Source: an optimization exercise on an open RTL-to-GDS flow (aim: small area and a short achievable clock period). Production flows keep margins and buffers that such runs may drop. Only simulation tests tie the RTL to the original design; equivalence was not proved. Power and IR drop assume default switching activity.

==> inputs of job 8694 <==
## t5_rv32i
module t5_rv32i ( 
   mpc, iwb_wre, iwb_stb, iwb_sel, iwb_adr, dwb_wre, dwb_stb, dwb_sel,
   dwb_dto, dwb_adr,
   sys_rst, sys_ena, sys_clk, sexe, iwb_dat, dwb_dti, dwb_ack
   );
export LEC_CHECK = 0
export CAP_MARGIN = 20
export CELL_PAD_IN_SITES_DETAIL_PLACEMENT = 1
export CORE_MARGIN = 2
export CORE_UTILIZATION = 30
export CTS_BUF_LIST = sky130_fd_sc_hd__clkbuf_8
export GPL_ROUTABILITY_DRIVEN = 1
export PLACE_DENSITY = 0.38
export SLEW_MARGIN = 20
create_clock -name core_clock -period 10.0 [get_ports {sys_clk}]
standard.sh (not shown) runs the stock make flow with config.mk's settings and CLKGATE_MAP_FILE= SYNTH_SCRIPT=/design/flow/synth_recipe.tcl, a recipe that flattens the netlist after the stock synthesis.
==> flow/flow/run.sh <==
#!/bin/bash
# The standard layout (standard.sh: the standard flow's synthesis, floorplan, placement,
# CTS and routing), with two changes:
#  - the port buffers that global placement inserts are buf_4 cells, which
#    repair can resize, instead of the delay cell buffer_ports picks itself;
#  - timing repair aims for a setup slack of SETUP_MARGIN ns at the 10 ns clock.
set -euo pipefail
SETUP_MARGIN=5.3
export BUFFER_PORTS_ARGS="-buffer_cell sky130_fd_sc_hd__buf_4"
bash standard.sh SETUP_SLACK_MARGIN=$SETUP_MARGIN finish > standard.log 2>&1
==> job 9574: changes against job 8694 <==
--- a/flow/design.v
+++ b/flow/design.v
@@ -33,14 +33,12 @@
    wire [31:0]		dop1;			 
    wire [31:0]		dop2;			 
    wire [6:2]		dopc;			 
    wire			dsub;			 
    wire [1:0]		fhart;			 
    wire [3:0]		fsel;			 
-   wire [3:0]		rsel;			 
-   wire [1:0]		ph;			 
    wire [31:0]		fpc;			 
    wire [31:0]		mald;			 
    wire [31:0]		mepc;			 
    wire [1:0]		mhart;			 
    wire [31:0]		mtvec;			 
    wire			mwre;			 
@@ -49,13 +47,12 @@
    wire [4:0]		rs1a;			 
    wire [XLEN-1:0]	rs1d;			 
    wire [4:0]		rs2a;			 
    wire [XLEN-1:0]	rs2d;			 
    wire			sclk;			 
    wire			sena;			 
-   wire			istb;			 
    wire			srst;			 
    wire [31:2]		xbpc;			 
    wire [1:0]		xbra;			 
    wire [31:0]		xdat;			 
    wire [31:2]		xepc;			 
    wire [14:12]		xfn3;			 
@@ -67,27 +64,23 @@
    t5_sysc #( 
 	     .XLEN			(XLEN))
    csys ( 
 	 .sclk				(sclk),
 	 .srst				(srst),
 	 .sena				(sena),
-	 .istb				(istb),
 	 .sys_clk			(sys_clk),
 	 .sys_rst			(sys_rst),
 	 .sys_ena			(sys_ena),
 	 .xstb				(xstb[1:0]),
 	 .dwb_ack			(dwb_ack));
    t5_regs #( 
 	     .XLEN			(XLEN))
    regs ( 
 	 .rs1d				(rs1d[XLEN-1:0]),
 	 .rs2d				(rs2d[XLEN-1:0]),
 	 .fsel				(fsel[3:0]),
-	 .rsel				(rsel[3:0]),
-	 .ph				(ph[1:0]),
-	 .srst				(srst),
 	 .mhart				(mhart[1:0]),
 	 .mwre				(mwre),
 	 .rd0a				(rd0a[4:0]),
 	 .rd0d				(rd0d[XLEN-1:0]),
 	 .rs1a				(rs1a[4:0]),
 	 .rs2a				(rs2a[4:0]),
@@ -115,24 +108,21 @@
 	 .iwb_adr			(iwb_adr[31:2]),
 	 .iwb_wre			(iwb_wre),
 	 .iwb_stb			(iwb_stb),
 	 .iwb_sel			(iwb_sel[3:0]),
 	 .fhart				(fhart[1:0]),
 	 .fsel				(fsel[3:0]),
-	 .rsel				(rsel[3:0]),
-	 .ph				(ph[1:0]),
 	 .mhart				(mhart[1:0]),
 	 .dhart				(dhart[1:0]),
 	 .xbpc				(xbpc[31:2]),
 	 .xpc				(xpc[31:2]),
 	 .xbra				(xbra[1:0]),
 	 .xsel				(xsel[3:0]),
 	 .xstb				(xstb[1:0]),
 	 .sclk				(sclk),
 	 .sena				(sena),
-	 .istb				(istb),
 	 .srst				(srst),
 	 .sys_rst			(sys_rst),
 	 .mtvec				(mtvec[31:0]),
 	 .mepc				(mepc[31:0]));
    t5_data #( 
 	     .XLEN			(XLEN))
@@ -213,32 +203,30 @@
 	 .sclk				(sclk),
 	 .srst				(srst),
 	 .sena				(sena),
 	 .sexe				(sexe));
 endmodule  
 module t5_sysc( 
-   sclk, srst, sena, istb,
+   sclk, srst, sena,
    sys_clk, sys_rst, sys_ena, xstb, dwb_ack
    );
    parameter XLEN = 32;
    output sclk;
    output srst;
    output sena;
-   output istb;
    input  sys_clk;
    input  sys_rst;
    input  sys_ena;
    input [1:0] xstb;
    input  dwb_ack;   
    assign sclk = sys_clk;
    reg [3:0] rst;
    assign srst = rst[3];
    reg 	     ena;
-   assign sena = sys_ena & ena & !(xstb[1] ^ dwb_ack);
    wire      idle = ena & !xstb[1];
-   assign istb = (sys_ena & idle) | (sys_ena & ena & dwb_ack);
+   assign sena = (sys_ena & idle) | (sys_ena & ena & dwb_ack);
    always @(posedge sys_clk)
      if (sys_rst) begin
 	rst <= 4'hF;	
      end else begin
 	rst <= {rst[2:0],sys_rst};	
      end
@@ -248,21 +236,18 @@
      end else begin
 	ena <= 1'b1;	
      end
 endmodule  
 module t5_regs ( 
    rs2d, rs1d,
-   sclk, srst, rs2a, rs1a, rd0d, rd0a, mwre, mhart, fsel, rsel, ph
+   sclk, rs2a, rs1a, rd0d, rd0a, mwre, mhart, fsel
    );
    parameter XLEN = 32;
    output [XLEN-1:0]	rs1d;			 
    output [XLEN-1:0]	rs2d;			 
    input [3:0]		fsel;			 
-   input [3:0]		rsel;			 
-   input [1:0]		ph;			 
-   input		srst;			 
    input [1:0]		mhart;			 
    input		mwre;			 
    input [4:0]		rd0a;			 
    input [XLEN-1:0]	rd0d;			 
    input [4:0]		rs1a;			 
    input [4:0]		rs2a;			 
@@ -272,102 +257,65 @@
        .XLEN				(XLEN))
    gprf
      ( 
       .rs1d				(rs1d[XLEN-1:0]),
       .rs2d				(rs2d[XLEN-1:0]),
       .fsel				(fsel[3:0]),
-      .rsel				(rsel[3:0]),
-      .ph				(ph[1:0]),
-      .srst				(srst),
       .mhart				(mhart[1:0]),
       .mwre				(mwre),
       .rd0a				(rd0a[4:0]),
       .rd0d				(rd0d[XLEN-1:0]),
       .rs1a				(rs1a[4:0]),
       .rs2a				(rs2a[4:0]),
       .sclk				(sclk));
 endmodule  
 module t5_gprf(
    rs2d, rs1d,
-   sclk, srst, rs2a, rs1a, rd0d, rd0a, mwre, mhart, fsel, rsel, ph
+   sclk, rs2a, rs1a, rd0d, rd0a, mwre, mhart, fsel
    );
    parameter XLEN = 32;
    output [XLEN-1:0] rs1d;
    output [XLEN-1:0] rs2d;
    input [3:0]       fsel;	 
-   input [3:0]       rsel;	 
-   input [1:0]       ph;	 
    input [1:0]       mhart;
    input             mwre;
    input [4:0]       rd0a;
    input [XLEN-1:0]  rd0d;
    input [4:0]       rs1a;
    input [4:0]       rs2a;
-   input             sclk, srst;
-   reg [3:0]         pv;
-   reg [4:0]         prd [0:3];
-   reg [XLEN-1:0]    pdat [0:3];
-   wire              wen = mwre & |rd0a & !srst;
-   wire [3:0]        wsel = {mhart == 2'd3, mhart == 2'd2, mhart == 2'd1, mhart == 2'd0};
-   wire [1:0]        ha = 2'd3 - ph;
-   wire              cmv = pv[ha];
-   wire [4:0]        crd = prd[ha];
-   wire [XLEN-1:0]   cdat = pdat[ha];
-   integer h;
-   always @(posedge sclk) begin
-      for (h = 0; h < 4; h = h + 1) begin
-         if (wen & wsel[h]) begin
-            pv[h] <= 1'b1;
-            prd[h] <= rd0a;
-            pdat[h] <= rd0d;
-         end else if (ha == h) begin
-            pv[h] <= 1'b0;
-         end
-      end
-   end
+   input             sclk;
+   wire [3:0] wsel = {mhart == 2'd3, mhart == 2'd2, mhart == 2'd1, mhart == 2'd0};
    wire [XLEN-1:0] cur [0:31];
    assign cur[0] = {XLEN{1'b0}};
    genvar r;
    generate
       for (r = 1; r < 32; r = r + 1) begin : g
-         reg [XLEN-1:0] s0, s1, s2, s3;
+         reg [XLEN-1:0] h0, h1, h2, h3;
+         wire wr = mwre & (rd0a == r);
          always @(posedge sclk) begin
-            s0 <= (cmv & (crd == r)) ? cdat : s3;
-            s1 <= s0;
-            s2 <= s1;
-            s3 <= s2;
+            if (wr & wsel[0]) h0 <= rd0d;
+            if (wr & wsel[1]) h1 <= rd0d;
+            if (wr & wsel[2]) h2 <= rd0d;
+            if (wr & wsel[3]) h3 <= rd0d;
          end
-         assign cur[r] = ({XLEN{rsel[0]}} & s0) | ({XLEN{rsel[1]}} & s1) |
-                         ({XLEN{rsel[2]}} & s2) | ({XLEN{rsel[3]}} & s3);
+         assign cur[r] = ({XLEN{fsel[0]}} & h0) | ({XLEN{fsel[1]}} & h1) |
+                         ({XLEN{fsel[2]}} & h2) | ({XLEN{fsel[3]}} & h3);
       end
    endgenerate
-   reg              bv;
-   reg [4:0]        brd;
-   reg [XLEN-1:0]   bdat;
-   always @* begin
-      bv = 1'b0;
-      brd = 5'd0;
-      bdat = {XLEN{1'b0}};
-      for (h = 0; h < 4; h = h + 1) begin
-         bv = bv | (fsel[h] & pv[h]);
-         brd = brd | ({5{fsel[h]}} & prd[h]);
-         bdat = bdat | ({XLEN{fsel[h]}} & pdat[h]);
-      end
-   end
    reg [XLEN-1:0] rs1x, rs2x;
    integer i;
    always @* begin
       rs1x = {XLEN{1'b0}};
       rs2x = {XLEN{1'b0}};
       for (i = 1; i < 32; i = i + 1) begin
          rs1x = rs1x | ({XLEN{rs1a == i}} & cur[i]);
          rs2x = rs2x | ({XLEN{rs2a == i}} & cur[i]);
       end
    end
-   assign rs1d = (bv & (brd == rs1a)) ? bdat : rs1x;
-   assign rs2d = (bv & (brd == rs2a)) ? bdat : rs2x;
+   assign rs1d = rs1x;
+   assign rs2d = rs2x;
 endmodule
 module dpram ( 
    dat_o, xdat_o,
    adr_i, dat_i, wre_i, xadr_i, clk_i, ena_i
    ) ;
    parameter AW = 5;  
@@ -438,13 +386,15 @@
 	  default: dext = 32'h0;	
 	endcase
    end
    reg [XLEN-1:0] mres;
    assign rd0d = mres;   
    always @(posedge sclk)
-     if (sena) begin
+     if (srst) begin
+	mres <= {XLEN{1'b0}};
+     end else if (sena) begin
 	mres <= (xopc == 5'd0) ? dext : mald;
      end
    reg [4:0] 	     drd, xrd, mrd;   
    always @(posedge sclk)
      if (srst) begin
 	drd <= 5'h0;
@@ -461,31 +411,29 @@
 	mwre <= 1'b1;	
      end else if (sena) begin
 	mwre <= ~&xstb & |xrd & !stype & !btype;	
      end
 endmodule  
 module t5_inst( 
-   fpc, iwb_adr, iwb_wre, iwb_stb, iwb_sel, fhart, fsel, rsel, ph, mhart, dhart,
-   xbpc, xpc, xbra, xsel, xstb, sclk, sena, istb, srst, sys_rst, mtvec,
+   fpc, iwb_adr, iwb_wre, iwb_stb, iwb_sel, fhart, fsel, mhart, dhart,
+   xbpc, xpc, xbra, xsel, xstb, sclk, sena, srst, sys_rst, mtvec,
    mepc
    );
    parameter XLEN = 32;
    output [31:0] fpc;   
    output [31:2] iwb_adr;
    output 	 iwb_wre;
    output 	 iwb_stb;   
    output [3:0]  iwb_sel;
    output [1:0]  fhart, mhart, dhart;
    output [3:0]  fsel;	 
-   output [3:0]  rsel;	 
-   output [1:0]  ph;	 
    input [31:2]  xbpc, xpc;   
    input [1:0] 	 xbra;
    input [3:0] 	 xsel;
    input [1:0]	 xstb;
-   input 	 sclk, sena, istb, srst, sys_rst;
+   input 	 sclk, sena, srst, sys_rst;
    input [31:0]  mtvec,mepc;   
    assign iwb_sel = 4'hF;
    assign iwb_wre = 1'b0;
    reg [1:0] 	     hart;
    wire [1:0] 	     dhart = ~hart;
    wire [1:0] 	     whart = {hart[0],!hart[1]};   
@@ -504,22 +452,14 @@
 	fpc <= 32'h0;
 	fsel <= 4'h1;
      end else if (sena) begin 
 	fpc <= {iwb_adr, hart};
 	fsel <= {hart == 2'd3, hart == 2'd2, hart == 2'd1, hart == 2'd0};
      end
-   reg [1:0] 	 ph;
-   reg [3:0] 	 rsel;
-   wire [1:0] 	 fh_n = srst ? 2'd0 : sena ? hart : fpc[1:0];
-   wire [1:0] 	 rs_n = fh_n + ph + 2'd1;
-   always @(posedge sclk) begin
-      ph <= ph + 2'd1;
-      rsel <= {rs_n == 2'd3, rs_n == 2'd2, rs_n == 2'd1, rs_n == 2'd0};
-   end
    reg [31:2]    iwb_adr;
-   assign iwb_stb = istb;	 
+   assign iwb_stb = sena;   
    always @(posedge sclk)
      if (srst) begin
        iwb_adr <= 30'h0;
      end else if (sena) begin
 	case ({xbra,&xstb})
 	  3'b110,3'b001: iwb_adr <= mtvec[31:2];  
@@ -551,13 +491,15 @@
 		 srst,
 		 sena;   
    reg [3:0] 	 xsel;
    wire [1:0] 	 xoff = dcp1 + dcp2;   
    assign dwb_sel = xsel;
    always @(posedge sclk)
-     if (sena) begin
+     if (srst) begin
+	xsel <= 4'h0;
+     end else if (sena) begin
 	case ({dfn3[13:12],xoff[1:0]})
 	  4'h0: xsel <= 4'h1; 
 	  4'h1: xsel <= 4'h2; 
 	  4'h2: xsel <= 4'h4; 
 	  4'h3: xsel <= 4'h8; 
 	  4'h4: xsel <= 4'h3; 
@@ -569,18 +511,16 @@
    reg [1:0]		    xstb;
    reg 			    xwre;
    assign dwb_stb = xstb[1];
    assign dwb_wre = xwre;
    always @(posedge sclk)
      if (srst) begin
-	xstb[1] <= 1'h0;
+	xstb <= 2'h0;
+	xwre <= 1'h0;
      end else if (sena) begin
 	xstb[1] <= !dopc[6] & !dopc[4] & !dopc[2];
-     end
-   always @(posedge sclk)
-     if (sena) begin
 	case ({dfn3[13:12],xoff[1:0]})
 	  4'h0, 4'h1, 4'h2, 4'h3, 4'h4, 4'h6, 4'h8: begin
 	     xstb[0] <= 1'b0;
 	  end
 	  default: begin  
 	     xstb[0] <= 1'b1;
@@ -618,17 +558,15 @@
    input 	  sclk, srst, sena;
    reg [6:2] 	  xopc;
    reg [14:12] 	  xfn3;
    always @(posedge sclk)
      if (srst) begin
 	xopc <= 5'h0D;	
+	xfn3 <= 3'h0;
      end else if (sena) begin
 	xopc <= dopc;
-     end
-   always @(posedge sclk)
-     if (sena) begin
 	xfn3 <= dfn3;	
      end
    wire [31:0] xadr = dcp1 + dcp2;
    wire [31:0] xadd = dsub ? dop1 - dop2 : dop1 + dop2;
    wire        xuns = &dfn3[14:13] | &dfn3[13:12];
    wire        xlt = {dop1[31] ^ !xuns, dop1[30:0]} < {dop2[31] ^ !xuns, dop2[30:0]};
@@ -732,13 +670,17 @@
    reg [31:2] xbpc;
    reg [31:0] xdat;   
    reg [31:0] xres;
    wire       dlui = !dopc[6] & dopc[5] & dopc[4] & dopc[2];
    wire       dsys = dopc[6] & dopc[5] & dopc[4] & !dopc[2];
    always @(posedge sclk)
-     if (sena) begin
+     if (srst) begin
+	xbpc <= 30'h0;
+	xdat <= 32'h0;
+	xres <= 32'h0;
+     end else if (sena) begin
 	case ({dexc,dcp2[21]})
 	  2'b11: xbpc <= mepc[31:2];  
 	  default: xbpc <= {xadr[31:2]};
 	endcase
 	case (dfn3[13:12]) 
 	  2'o0: xdat <= {4{dop2[7:0]}};
@@ -777,12 +719,13 @@
 	mcause <= 4'h0;
 	mepc_r <= 30'h0;
 	mie <= 1'h0;
 	mpie <= 1'h0;
 	mtval <= 32'h0;
 	xexc <= 1'h0;
+	xoff <= 2'h0;
      end else if (sena) begin
 	case({xbra,wstatus})
 	  3'b110: {mpie,mie} <= {mie,1'b0};
 	  3'b010: {mpie,mie} <= {1'b1,mpie};	  
 	  default: if (wstatus) {mpie, mie} <= {wcsr[7],wcsr[3]};	  
 	endcase
@@ -800,17 +743,14 @@
 	endcase
 	case({&xbra|wtval,&xstb|wtval})
 	  2'b11: mtval <= wcsr;	  
 	  2'b10, 2'b01: mtval <= {xbpc, xoff};
 	  default: mtval <= mtval;	  
 	endcase
-	xexc <= dexc;
-     end
-   always @(posedge sclk)
-     if (sena) begin
 	xoff <= (djmp) ? {xadr[1],1'b0} : xadr[1:0];
+	xexc <= dexc;
      end
 endmodule  
 module t5_ctrl ( 
    dfn3, dfn7, dop1, dop2, dcp1, dcp2, mpc, xpc, dopc, xepc, dexc,
    dcsr, dsub, dbra, djmp, rs1a, rs2a,
    fpc, iwb_dat, rs2d, rs1d, fhart, sclk, srst, sena, sexe
@@ -845,15 +785,17 @@
    always @(posedge sclk)
      if (srst) begin
 	dbra <= 1'h0;
 	dcsr <= 1'h0;
 	dexc <= 1'h0;
 	djmp <= 1'h0;
+	dsub <= 1'h0;
      end else if (sena) begin
 	dexc <= etype;
 	dcsr <= ctype;
+	dsub <= btype | (rtype & (ireg[13] | ireg[30])) | (itype & ireg[13]);
 	dbra <= btype;
 	djmp <= jtype | (itype & opc[6]);	
      end
    assign rs1a = ireg[19:15];
    assign rs2a = ireg[24:20];   
    reg [31:0]    imm;
@@ -891,47 +833,49 @@
       endcase  
       imm[31] = ireg[31];            
    end
    reg [31:0]    dop1, dop2;
    reg [31:0] 	 dcp1, dcp2;
    always @(posedge sclk)
-     if (sena) begin
-	dsub <= btype | (rtype & (ireg[13] | ireg[30])) | (itype & ireg[13]);
+     if (srst) begin
+	dcp1 <= 32'h0;
+	dcp2 <= 32'h0;
+	dop1 <= 32'h0;
+	dop2 <= 32'h0;
+     end else if (sena) begin
 	dcp1 <= (stype | itype | etype) ? rs1d : {fpc,2'd0};
 	dcp2 <= (ctype | etype) ? {ireg[31:15],15'h0} : imm;  
 	dop1 <= (rtype | itype | btype | ctype) ? rs1d : 32'd0;	
 	dop2 <= (rtype | stype | btype) ? rs2d : imm;		
      end
    reg [14:12] dfn3;
    reg [31:25] dfn7;
    reg [6:2]   dopc;
    always @(posedge sclk)
      if (srst) begin
 	dopc <= 5'h0D;	
+	dfn3 <= 3'h0;
+	dfn7 <= 7'h0;
      end else if (sena) begin
 	dopc <= ireg[6:2];
-     end
-   always @(posedge sclk)
-     if (sena) begin
 	dfn3 <= ireg[14:12];
 	dfn7 <= ireg[31:25];
      end
    reg [31:2]    mpc;
    reg [31:2]    xepc, depc;
    reg 		 dz, xz;
    assign xpc = xz ? 30'h0 : xepc + 30'd1;
    always @(posedge sclk)
      if (srst) begin
+	depc <= 30'h0;
 	mpc <= 30'h0;
+	xepc <= 30'h0;
 	dz <= 1'b1;
 	xz <= 1'b1;
      end else if (sena) begin
 	mpc <= xpc;
-	dz <= 1'b0;
-	xz <= dz;
-     end
-   always @(posedge sclk)
-     if (sena) begin
 	xepc <= depc;
 	depc <= fpc[31:2];
+	dz <= 1'b0;
+	xz <= dz;
      end
 endmodule  
==> job 7709: changes against job 8694 <==
--- a/flow/design.v
+++ b/flow/design.v
@@ -33,13 +33,13 @@
    wire [31:0]		dop1;			 
    wire [31:0]		dop2;			 
    wire [6:2]		dopc;			 
    wire			dsub;			 
    wire [1:0]		fhart;			 
    wire [3:0]		fsel;			 
-   wire [3:0]		rsel;			 
+   wire [15:0]		rsel;			 
    wire [1:0]		ph;			 
    wire [31:0]		fpc;			 
    wire [31:0]		mald;			 
    wire [31:0]		mepc;			 
    wire [1:0]		mhart;			 
    wire [31:0]		mtvec;			 
@@ -79,13 +79,13 @@
    t5_regs #( 
 	     .XLEN			(XLEN))
    regs ( 
 	 .rs1d				(rs1d[XLEN-1:0]),
 	 .rs2d				(rs2d[XLEN-1:0]),
 	 .fsel				(fsel[3:0]),
-	 .rsel				(rsel[3:0]),
+	 .rsel				(rsel[15:0]),
 	 .ph				(ph[1:0]),
 	 .srst				(srst),
 	 .mhart				(mhart[1:0]),
 	 .mwre				(mwre),
 	 .rd0a				(rd0a[4:0]),
 	 .rd0d				(rd0d[XLEN-1:0]),
@@ -115,13 +115,13 @@
 	 .iwb_adr			(iwb_adr[31:2]),
 	 .iwb_wre			(iwb_wre),
 	 .iwb_stb			(iwb_stb),
 	 .iwb_sel			(iwb_sel[3:0]),
 	 .fhart				(fhart[1:0]),
 	 .fsel				(fsel[3:0]),
-	 .rsel				(rsel[3:0]),
+	 .rsel				(rsel[15:0]),
 	 .ph				(ph[1:0]),
 	 .mhart				(mhart[1:0]),
 	 .dhart				(dhart[1:0]),
 	 .xbpc				(xbpc[31:2]),
 	 .xpc				(xpc[31:2]),
 	 .xbra				(xbra[1:0]),
@@ -254,13 +254,13 @@
    sclk, srst, rs2a, rs1a, rd0d, rd0a, mwre, mhart, fsel, rsel, ph
    );
    parameter XLEN = 32;
    output [XLEN-1:0]	rs1d;			 
    output [XLEN-1:0]	rs2d;			 
    input [3:0]		fsel;			 
-   input [3:0]		rsel;			 
+   input [15:0]		rsel;			 
    input [1:0]		ph;			 
    input		srst;			 
    input [1:0]		mhart;			 
    input		mwre;			 
    input [4:0]		rd0a;			 
    input [XLEN-1:0]	rd0d;			 
@@ -272,13 +272,13 @@
        .XLEN				(XLEN))
    gprf
      ( 
       .rs1d				(rs1d[XLEN-1:0]),
       .rs2d				(rs2d[XLEN-1:0]),
       .fsel				(fsel[3:0]),
-      .rsel				(rsel[3:0]),
+      .rsel				(rsel[15:0]),
       .ph				(ph[1:0]),
       .srst				(srst),
       .mhart				(mhart[1:0]),
       .mwre				(mwre),
       .rd0a				(rd0a[4:0]),
       .rd0d				(rd0d[XLEN-1:0]),
@@ -291,13 +291,13 @@
    sclk, srst, rs2a, rs1a, rd0d, rd0a, mwre, mhart, fsel, rsel, ph
    );
    parameter XLEN = 32;
    output [XLEN-1:0] rs1d;
    output [XLEN-1:0] rs2d;
    input [3:0]       fsel;	 
-   input [3:0]       rsel;	 
+   input [15:0]      rsel;	 
    input [1:0]       ph;	 
    input [1:0]       mhart;
    input             mwre;
    input [4:0]       rd0a;
    input [XLEN-1:0]  rd0d;
    input [4:0]       rs1a;
@@ -326,21 +326,38 @@
    end
    wire [XLEN-1:0] cur [0:31];
    assign cur[0] = {XLEN{1'b0}};
    genvar r;
    generate
       for (r = 1; r < 32; r = r + 1) begin : g
+         wire           hit = cmv & (crd == r);
          reg [XLEN-1:0] s0, s1, s2, s3;
          always @(posedge sclk) begin
-            s0 <= (cmv & (crd == r)) ? cdat : s3;
-            s1 <= s0;
-            s2 <= s1;
-            s3 <= s2;
+            s0[7:0] <= hit ? cdat[7:0] : s3[7:0];
+            s1[7:0] <= s0[7:0];
+            s2[7:0] <= s1[7:0];
+            s3[7:0] <= s2[7:0];
+            s0[15:8] <= s3[15:8];
+            s1[15:8] <= hit ? cdat[15:8] : s0[15:8];
+            s2[15:8] <= s1[15:8];
+            s3[15:8] <= s2[15:8];
+            s0[23:16] <= s3[23:16];
+            s1[23:16] <= s0[23:16];
+            s2[23:16] <= hit ? cdat[23:16] : s1[23:16];
+            s3[23:16] <= s2[23:16];
+            s0[31:24] <= s3[31:24];
+            s1[31:24] <= s0[31:24];
+            s2[31:24] <= s1[31:24];
+            s3[31:24] <= hit ? cdat[31:24] : s2[31:24];
+         end
+         genvar q;
+         for (q = 0; q < 4; q = q + 1) begin : b
+            assign cur[r][8*q+7:8*q] =
+               ({8{rsel[4*q]}} & s0[8*q+7:8*q]) | ({8{rsel[4*q+1]}} & s1[8*q+7:8*q]) |
+               ({8{rsel[4*q+2]}} & s2[8*q+7:8*q]) | ({8{rsel[4*q+3]}} & s3[8*q+7:8*q]);
          end
-         assign cur[r] = ({XLEN{rsel[0]}} & s0) | ({XLEN{rsel[1]}} & s1) |
-                         ({XLEN{rsel[2]}} & s2) | ({XLEN{rsel[3]}} & s3);
       end
    endgenerate
    reg              bv;
    reg [4:0]        brd;
    reg [XLEN-1:0]   bdat;
    always @* begin
@@ -473,13 +490,13 @@
    output [31:2] iwb_adr;
    output 	 iwb_wre;
    output 	 iwb_stb;   
    output [3:0]  iwb_sel;
    output [1:0]  fhart, mhart, dhart;
    output [3:0]  fsel;	 
-   output [3:0]  rsel;	 
+   output [15:0] rsel;	 
    output [1:0]  ph;	 
    input [31:2]  xbpc, xpc;   
    input [1:0] 	 xbra;
    input [3:0] 	 xsel;
    input [1:0]	 xstb;
    input 	 sclk, sena, istb, srst, sys_rst;
@@ -505,18 +522,21 @@
 	fsel <= 4'h1;
      end else if (sena) begin 
 	fpc <= {iwb_adr, hart};
 	fsel <= {hart == 2'd3, hart == 2'd2, hart == 2'd1, hart == 2'd0};
      end
    reg [1:0] 	 ph;
-   reg [3:0] 	 rsel;
+   reg [15:0] 	 rsel;
    wire [1:0] 	 fh_n = srst ? 2'd0 : sena ? hart : fpc[1:0];
    wire [1:0] 	 rs_n = fh_n + ph + 2'd1;
    always @(posedge sclk) begin
       ph <= ph + 2'd1;
-      rsel <= {rs_n == 2'd3, rs_n == 2'd2, rs_n == 2'd1, rs_n == 2'd0};
+      rsel[3:0] <= {rs_n == 2'd3, rs_n == 2'd2, rs_n == 2'd1, rs_n == 2'd0};
+      rsel[7:4] <= {rs_n == 2'd2, rs_n == 2'd1, rs_n == 2'd0, rs_n == 2'd3};
+      rsel[11:8] <= {rs_n == 2'd1, rs_n == 2'd0, rs_n == 2'd3, rs_n == 2'd2};
+      rsel[15:12] <= {rs_n == 2'd0, rs_n == 2'd3, rs_n == 2'd2, rs_n == 2'd1};
    end
    reg [31:2]    iwb_adr;
    assign iwb_stb = istb;	 
    always @(posedge sclk)
      if (srst) begin
        iwb_adr <= 30'h0;
==> flow/flow/run.sh (replaced) <==
#!/bin/bash
# The standard layout (standard.sh: the standard flow's synthesis, floorplan, placement,
# CTS and routing), with two changes:
#  - the port buffers that global placement inserts are buf_4 cells, which
#    repair can resize, instead of the delay cell buffer_ports picks itself;
#  - timing repair aims for a setup slack of SETUP_MARGIN ns at the 10 ns clock.
set -euo pipefail
SETUP_MARGIN=5.5
export BUFFER_PORTS_ARGS="-buffer_cell sky130_fd_sc_hd__buf_4"
bash standard.sh SETUP_SLACK_MARGIN=$SETUP_MARGIN finish > standard.log 2>&1
CTS_CLUSTER_DIAMETER = 100   (was not set)
CTS_CLUSTER_SIZE = 12   (was not set)
PLACE_DENSITY = 0.46   (was 0.38)
==> results.txt <==
Status: job 9574 no timing/DRC/antenna violations; job 8694 no timing/DRC/antenna violations; job 7709 no timing/DRC/antenna violations
TritonRoute pass-1 iters: job 9574 6; job 8694 10; job 7709 13
Cell with the largest stage delay on the worst path: job 9574 sky130_fd_sc_hd__and4_1; job 8694 sky130_fd_sc_hd__a221oi_1; job 7709 sky130_fd_sc_hd__o31ai_1
Number of flops mapped to enable cells by yosys: job 9574 3,968; job 8694 476; job 7709 476
Area of the multi-input gates: job 9574 55,400 um^2; job 8694 61,700 um^2; job 7709 60,800 um^2
Dominant cell by count in the synthesized netlist: job 9574 sky130_fd_sc_hd__edfxtp_1; job 8694 sky130_fd_sc_hd__dfxtp_1; job 7709 sky130_fd_sc_hd__dfxtp_1
Count of clock buffers in the final design: job 9574 834; job 8694 997; job 7709 442
Overall die height: job 9574 795 um; job 8694 746 um; job 7709 742 um
Worst reg-to-reg path cell count: job 9574 10; job 8694 9; job 7709 9
Fin crit period: job 9574 5000 ps; job 8694 4860 ps; job 7709 4810 ps
Routed wire per std cell: job 9574 49.5 um; job 8694 36.5 um; job 7709 34.5 um
Timing endpoint of the critical path: job 9574 ctrl.dop2[6]; job 8694 ctrl.dop2[1]; job 7709 ctrl.dop1[11]
PnR Total Power: job 9574 37,900 uW; job 8694 37,700 uW; job 7709 30,600 uW
Area of the core: job 9574 624,000 um^2; job 8694 549,000 um^2; job 7709 544,000 um^2
Die width: job 9574 795 um; job 8694 746 um; job 7709 742 um
Data required time of the worst path: job 9574 11,200 ps; job 8694 11,090 ps; job 7709 11,020 ps
Switching share of total power: job 9574 0.239; job 8694 0.240; job 7709 0.236

## port drivers added, routing unchanged
No port has a modelled driver above. Below, the same layouts with a new extraction and two added sets of constraints.
Step 1: set_driving_cell puts a clkbuf_16 on sys_clk and a buf_2 on each other input, an assumption about the parent block.
Step 2 adds t to the input delays and takes it off the output delays; t is the mean of the earliest and latest rising clock arrival at the registers after step 1. Input paths then give back, and output paths get back, about the clock's delay inside the block.
Three values: ideal, step 1, step 2; two values: the first two.
| run | t, ns | slack for setup (ns) | slew at the worst register clock pin (ns) | worst data-port slew with drivers (ns) |
|---|---|---|---|---|
| job 8694 | 1.483 | 5.142 / 5.100 / 3.617 | 0.08 / 0.08 | 0.25 |
| job 9574 | 1.470 | 5.001 / 5.059 / 3.644 | 0.09 / 0.09 | 0.26 |
| job 7709 | 1.361 | 5.186 / 5.133 / 3.773 | 0.11 / 0.11 | 0.22 |
After both steps setup and hold are still met in every run listed. For job 8694, which loses most, drivers alone change the setup slack by -0.042 ns; drivers and shift together by -1.525 ns.
